This design comes from an exercise in tuning for small area on the open sky130 flow, not from production work.
Where RTL was checked, it was by simulation tests only, not by an equivalence proof against the original.
Power and IR drop assume default switching activity.

## asx_soupbintcp_itch
module asx_soupbintcp_itch (
    input  wire        clk,
    input  wire        rst,
    input  wire        ip_payload_valid,
    input  wire [7:0]  ip_payload_data,
    input  wire        ip_payload_start,
    input  wire        ip_payload_end,
    output wire [15:0] tcp_src_port,
    output wire [15:0] tcp_dst_port,
    output wire [31:0] tcp_seq_num,
    output wire [31:0] tcp_ack_num,
    output wire [3:0] tcp_data_offset,
    output wire [7:0] tcp_flags,
    output wire [15:0] tcp_window,
    output wire tcp_flag_syn,
    output wire tcp_flag_ack,
    output wire tcp_flag_fin,
    output wire tcp_flag_rst,
    output wire tcp_flag_psh,
    output wire tcp_header_valid,
    output wire tcp_parse_error,
    output wire session_active,
    output wire [63:0] session_sequence,
    output wire [7:0] pkt_type,
    output wire pkt_type_valid,
    output wire pkt_heartbeat,
    output wire pkt_login_accepted,
    output wire pkt_login_rejected,
    output wire pkt_end_session,
    output wire [31:0] seq_data_count,
    output wire [31:0] heartbeat_count,
    output wire parse_error,
    output wire msg_valid,
    output wire [7:0] msg_type,
    output wire msg_error,
    output wire [31:0] timestamp,
    output wire [63:0] order_id,
    output wire [31:0] orderbook_id,
    output wire side,
    output wire add_order_valid,
    output wire add_order_start,
    output wire [63:0] quantity,
    output wire [31:0] price,
    output wire [15:0] order_attributes,
    output wire order_executed_valid,
    output wire [63:0] exec_quantity,
    output wire order_cancel_valid,
    output wire order_delete_valid,
    output wire order_replace_valid,
    output wire directory_valid,
    output wire system_event_valid,
    output wire [7:0] event_code,
    output wire [31:0] total_messages,
    output wire [31:0] parse_errors
);
Size: ~2800 cells after synthesis, roughly 680 I/O pins.
clock: 5.0 ns
lec_check: 0
cap_margin: 20
core_margin: 2
core_utilization: 40
cts_buf_list: sky130_fd_sc_hd__clkbuf_4 sky130_fd_sc_hd__clkbuf_8
slew_margin: 20
run.sh (not shown) runs the stock make flow with config.mk's settings and CLKGATE_MAP_FILE= SYNTH_SCRIPT=/design/flow/synth_recipe.tcl, a recipe that flattens the netlist after the stock synthesis.
Rerun with:
==> flow/flow/run.sh (new file) <==
#!/bin/bash
# Standard layout, but with the smallest buffer cell on the ports.
set -euo pipefail
export BUFFER_PORTS_ARGS="-buffer_cell sky130_fd_sc_hd__buf_1"
bash standard.sh > standard_flow.log 2>&1
==> flow/standard.sh (new file) <==
#!/bin/bash
# synth_recipe.tcl (not shown) runs the flow's synth.tcl, then flattens the netlist and writes it again
# the make line also repeats each setting of config.mk as NAME=value (left out here)
make -C /OpenROAD-flow-scripts/flow DESIGN_CONFIG=/design/flow/config.mk WORK_HOME=/design/flow/orfs CLKGATE_MAP_FILE= SYNTH_SCRIPT=/design/flow/synth_recipe.tcl "${@:-finish}"
removed: flow/run.sh
After rerunning: Worst setup slack gains 0.15 ns. Via count is lower by about 1.2%. Non-clock buffer count grows by 16. Wire length goes down by about 7%.


rev 12:
Another version of the RTL of asx_soupbintcp_itch (not shown whole).
Size in the first run: ~480 flip-flops, ~0.020 mm² of cells after synthesis.
export LEC_CHECK = 0
export CAP_MARGIN = 20
export CORE_MARGIN = 2
export CORE_UTILIZATION = 40
export SLEW_MARGIN = 20
create_clock -name core_clock -period 5.0 [get_ports {clk}]
standard.sh (not shown) runs the stock make flow with config.mk's settings and CLKGATE_MAP_FILE= SYNTH_SCRIPT=/design/flow/synth_recipe.tcl, a recipe that flattens the netlist after the stock synthesis.
==> flow/flow/run.sh <==
#!/bin/bash
# The standard layout (standard.sh) with: the smallest buffer cell on the
# ports, synthesis buffers removed at floorplan, no dummy clock-tree loads.
set -euo pipefail
export BUFFER_PORTS_ARGS="-buffer_cell sky130_fd_sc_hd__buf_1"
export REMOVE_ABC_BUFFERS=1
export CTS_ARGS="-sink_clustering_enable -repair_clock_nets -dont_use_dummy_load -sink_clustering_size 28 -sink_clustering_max_diameter 100"
bash standard.sh > standard_flow.log 2>&1
[inputs] rev 13 vs rev 12
==> flow/flow/run.sh <==
#!/bin/bash
# The standard layout (standard.sh) with: the smallest buffer cell on the
# ports, synthesis buffers removed at floorplan, no dummy clock-tree loads.
set -euo pipefail
export BUFFER_PORTS_ARGS="-buffer_cell sky130_fd_sc_hd__buf_1"
export REMOVE_ABC_BUFFERS=1
export CTS_ARGS="-sink_clustering_enable -repair_clock_nets -dont_use_dummy_load -sink_clustering_size 25 -sink_clustering_max_diameter 100"
bash standard.sh > standard_flow.log 2>&1
### Flow results
Compared with rev 12, in rev 13 total via count after detailed routing closely matched the old numbers; detailed route wirelength on metal2 flat; cell depth of the worst hold path up 1. Summary of rev 13 over rev 12: die height neither gained nor lost much, final cell count essentially unchanged, clock network area share grew by 0.33 points, share of power burned in the clock network has increased.
No run of this note included a check of the RTL's function; only the layout flow was run.

==> afterwards: timing with drivers on the ports <==
Ports are ideal in the flow. The routed layouts listed here were re-timed in OpenROAD.
Step 1: set_driving_cell puts a clkbuf_16 on clk and a buf_2 on each other input, an assumption about the parent block.
Step 2 moves the port delays by t, midway between the first and last clock arrival at a register: inputs arrive t later, outputs are due t later. That takes back most of the time a late clock gives input paths.
Slacks: ideal ports / drivers / drivers and shift; pairs: ideal ports / drivers.
run	t (ns)	setup slack, ns	hold slack, ns	latest minus earliest clock arrival (ns)
the first run of note 1	0.820	1.453 / 1.453 / 0.831	0.453 / 0.453 / 0.453	0.049 / 0.049
the second run of note 1	0.829	1.606 / 1.606 / 1.033	0.451 / 0.451 / 0.451	0.061 / 0.061
rev 12	0.613	0.984 / 0.984 / 0.984	0.515 / 0.522 / 0.522	0.042 / 0.042
rev 13	0.609	1.031 / 1.031 / 1.031	0.491 / 0.491 / 0.491	0.069 / 0.070
After both steps setup and hold are still met in every run listed. For the first run of note 1, which loses most, drivers alone change the setup slack by 0.000 ns; drivers and shift together by -0.622 ns.
